Background: an optimization exercise with open tools, aiming at small area, a short achievable clock period and few clock cycles. Do not read the settings as production practice. Function was checked by simulation only, so behaviour that the tests miss may differ from the original. Power figures rest on the tool's default switching activity, not on a simulated workload.

== onyx ==
==> flow/design.v (excerpt) <==
module top_fsm(
        input clk,
        input rst_n,
        input        ram_in_we,
        input [4 :0] ram_in_addr_wr,
        input [7 :0] ram_in_data_wr,
        input [3 :0] ram_out_addr_rd,
        output [15:0] ram_out_data_rd,
        input opmode_in,
        output reg done_out
);
    reg [7:0] ram_in [0:31];
    reg [15:0] ram_out [0:15];
    integer i;
    always @(posedge clk) begin
        if (ram_in_we)
            ram_in[ram_in_addr_wr] <= ram_in_data_wr;
    end
    always @(posedge clk) begin
        if (opmode_in)
            for (i = 0; i < 16; i = i + 1)
                ram_out[i] <= {ram_in[2*i], ram_in[2*i+1]};
    end
    wire [3:0]  a = ram_out_addr_rd;
    wire [3:0]  an;
    wire [3:0]  pre_lo_n, pre_hi_n;
    wire [15:0] sel;
    genvar k, b, p;
    generate
        for (k = 0; k < 4; k = k + 1) begin : g_inv
            rd_inv u_inv (.a(a[k]), .y(an[k]));
        end
        for (k = 0; k < 4; k = k + 1) begin : g_pre
            rd_nand2 u_lo (.a(k[1] ? a[1] : an[1]), .b(k[0] ? a[0] : an[0]), .y(pre_lo_n[k]));
            rd_nand2 u_hi (.a(k[1] ? a[3] : an[3]), .b(k[0] ? a[2] : an[2]), .y(pre_hi_n[k]));
        end
        for (k = 0; k < 16; k = k + 1) begin : g_sel
            rd_nor2 u_sel (.a(pre_hi_n[k / 4]), .b(pre_lo_n[k % 4]), .y(sel[k]));
        end
        for (b = 0; b < 16; b = b + 1) begin : g_bit
            wire [7:0] pair_n;
            wire [3:0] quad;
            wire [1:0] half_n;
            for (p = 0; p < 8; p = p + 1) begin : g_pair
                rd_aoi22 u_pair (.a1(sel[2*p]),   .a2(ram_out[2*p][b]),
                                 .b1(sel[2*p+1]), .b2(ram_out[2*p+1][b]),
                                 .y(pair_n[p]));
            end
            for (p = 0; p < 4; p = p + 1) begin : g_quad
                rd_nand2 u_quad (.a(pair_n[2*p]), .b(pair_n[2*p+1]), .y(quad[p]));
            end
            for (p = 0; p < 2; p = p + 1) begin : g_half
                rd_nor2 u_half (.a(quad[2*p]), .b(quad[2*p+1]), .y(half_n[p]));
            end
            rd_nand2 u_out (.a(half_n[0]), .b(half_n[1]), .y(ram_out_data_rd[b]));
        end
    endgenerate
    always @(posedge clk or negedge rst_n) begin
        if (!rst_n)
            done_out <= 1'b0;
        else if (opmode_in)
            done_out <= 1'b1;
    end
endmodule
Size: roughly 830 cells after synthesis, roughly 510 flip-flops, ~38 I/O pins, about 18,000 um^2 of cells after synthesis.
Settings: LEC_CHECK=0, CAP_MARGIN=20, CORE_MARGIN=2, CORE_UTILIZATION=75, CTS_CLUSTER_DIAMETER=80, CTS_CLUSTER_SIZE=30, SETUP_SLACK_MARGIN=2.0, SLEW_MARGIN=20, SYNTH_HIERARCHICAL=1; clock period 4.5 ns.
standard.sh (not shown) runs the stock make flow with config.mk's settings and CLKGATE_MAP_FILE= SYNTH_SCRIPT=/design/flow/synth_recipe.tcl, a recipe that flattens the netlist after the stock synthesis.
==> flow/flow/run.sh <==
#!/bin/bash
# The standard layout (standard synthesis included), with one extra step
# after floorplan (flow/downsize.tcl): every logic cell starts from the
# smallest size of its function before placement and timing repair, and
# the ports are buffered with buf_2 cells.
# Make's full output goes to flow_make.log; each step's own log is under
# orfs/logs.
set -euo pipefail
W=$(pwd)
bash standard.sh POST_FLOORPLAN_TCL="$W/flow/downsize.tcl" BUFFER_PORTS_ARGS="-buffer_cell sky130_fd_sc_hd__buf_2" finish > "$W/flow_make.log" 2>&1
==> flow/flow/downsize.tcl <==
# After floorplan: move every logic cell (not the flip-flops) to the
# smallest-area cell of the same function, so that the timing repair that
# follows starts from minimum sizes and upsizes only where timing needs it.
set n 0
set saved 0.0
foreach inst [get_cells *] {
  set master [get_property $inst ref_name]
  if {[string match "*df*" $master]} continue
  if {![regexp {^(sky130_fd_sc_hd__[a-z0-9]+)_([0-9]+)$} $master -> base drv]} continue
  set a0 [get_property [get_lib_cells $master] area]
  set best $master
  set besta $a0
  foreach lc [get_lib_cells ${base}_*] {
    set c [get_name $lc]
    if {![regexp "^${base}_\[0-9\]+\$" $c]} continue
    set a [get_property $lc area]
    if {$a < $besta} { set besta $a; set best $c }
  }
  if {$best ne $master} {
    replace_cell [get_full_name $inst] $best
    incr n
    set saved [expr {$saved + $a0 - $besta}]
  }
}
puts "downsize: $n cells moved to their smallest size, [format %.1f $saved] um2"
onyx: done, clean on timing, DRC and antenna
Testbench counts of onyx, summed over its fixed seeds: cycles 5,207.
The following lists how yarrow was set up differently from onyx:
Settings: changing CORE_UTILIZATION from 75 to 65; changing SETUP_SLACK_MARGIN from 2.0 to 1.5.
==> flow/flow/run.sh <==
#!/bin/bash
# The standard layout (standard synthesis included), with one extra step
# after floorplan (flow/downsize.tcl): every logic cell starts from the
# smallest size of its function before placement and timing repair.
# Make's full output goes to flow_make.log; each step's own log is under
# orfs/logs.
set -euo pipefail
W=$(pwd)
bash standard.sh POST_FLOORPLAN_TCL="$W/flow/downsize.tcl" finish > "$W/flow_make.log" 2>&1
## What came out
yarrow — share of total power in combinational logic 0.6 points higher, onyx as reference. Against onyx, yarrow comes in 2.3 points higher on ratio of cells with drive above 1 in the final layout. Diff onyx -> yarrow | switching fraction of total power | increase of 0.41 points. Relative to onyx, the share of the clock period used by the worst path after layout of yarrow is lower by 0.54 points. yarrow consumes more power than onyx does. yarrow vs onyx — highest achievable clock rate climbed slightly. More vias were needed by yarrow than by onyx.
#### Input delta (zinc over yarrow)
Settings: a change of CORE_UTILIZATION from 65 to 75; a change of SETUP_SLACK_MARGIN from 1.5 to 1.2.
-- flow/flow/run.sh --
<<< yarrow, line 4
# smallest size of its function before placement and timing repair.
>>> zinc, line 4
# smallest size of its function before placement and timing repair, and
# the ports are buffered with buf_2 cells.
<<< yarrow, line 9
bash standard.sh POST_FLOORPLAN_TCL="$W/flow/downsize.tcl" finish > "$W/flow_make.log" 2>&1
>>> zinc, line 10
bash standard.sh POST_FLOORPLAN_TCL="$W/flow/downsize.tcl" BUFFER_PORTS_ARGS="-buffer_cell sky130_fd_sc_hd__buf_2" finish > "$W/flow_make.log" 2>&1
==> summary.txt <==
Area added between synthesis and finish: lower on zinc
When the final numbers for zinc and yarrow were put side by side, the normalized max-slew margin turned out to be smaller in zinc.
Diff yarrow -> zinc: share of power burned in combinational logic now sits lower; final weighted congestion in routability-driven placement now sits higher.
The inputs of raven differ from those of zinc as listed below.
Settings: SETUP_SLACK_MARGIN: 1.2 -> 1.5; GPL_TIMING_DRIVEN: unset -> 0.
## What came out
- Net switching power figure deteriorates in raven relative to zinc.
- Re global-route wire length before repair: zinc and raven aren't equal, and the lower value belongs to zinc.
- Summary of raven over zinc: met2 routed wirelength now larger; post-route non-filler standard cell count up about 3%.
- Number of optimization iterations in the first detailed-route pass: raven < zinc
- Of zinc and raven, raven shows the higher global-route usage, with zinc below it.
- Relative to zinc, routed length per placed instance has gone up in raven.
- Compared with zinc, the router placed more vias in raven.
- There was hardly any difference in clock skew between zinc and raven.
- Looking at termination of the worst setup path, the ram_out_data_rd[7] result is from zinc; the ram_out_data_rd[11] one comes from raven.
> inputs changed (raven -> quartz)
Settings: clearing GPL_TIMING_DRIVEN, which used to be 0; swapping 1.5 for 2.5 in SETUP_SLACK_MARGIN.
--- outcome ---
Comparing quartz and raven, the lower peak clock frequency supported by timing is on quartz. More vias were needed by raven than by quartz. Of quartz and raven, the run reporting the higher final period utilization was quartz. In quartz relative to raven, clock-buffer cell count had gone down by a few percent. Compared quartz vs raven, and average detailed-routed wire length per instance is up in quartz. Fraction of power spent switching nets down 0.38 points in quartz wrt raven. quartz vs raven: share of power burned in the clock network down. Summary of quartz over raven: power in sequential cells about even; final RePlAce weighted congestion rose about 2.6%; area added between synthesis and finish fell 1.1 points; setup skew after layout about even.

==> port drivers added, routing unchanged <==
The results above use ideal ports. As a check the final layouts listed here were re-extracted and re-timed, cells and wires unchanged.
Step 1: set_driving_cell puts a clkbuf_16 on clk and a buf_2 on each other input, an assumption about the parent block.
Step 2 times the ports against the registers' clock, not the clock port: input delays grow and output delays shrink by t, the midpoint of the rising clock arrivals with the driver on.
Three values: ideal, step 1, step 2; two values: the first two.
run | t, ns | setup WS [ns] | worst slew at a driven data input, ns | pins driven straight from the clock port
onyx | 0.577 | 1.365 / 1.305 / 1.305 | 0.06 | 1
yarrow | 0.587 | 1.389 / 1.317 / 1.024 | 0.07 | 1
zinc | 0.583 | 1.254 / 1.228 / 1.228 | 0.05 | 1
raven | 0.583 | 1.406 / 1.339 / 1.297 | 0.07 | 1
quartz | 0.575 | 1.310 / 1.236 / 1.236 | 0.07 | 1
After both steps setup and hold are still met in every run listed. For yarrow, which loses most, drivers alone change the setup slack by -0.072 ns; drivers and shift together by -0.365 ns.
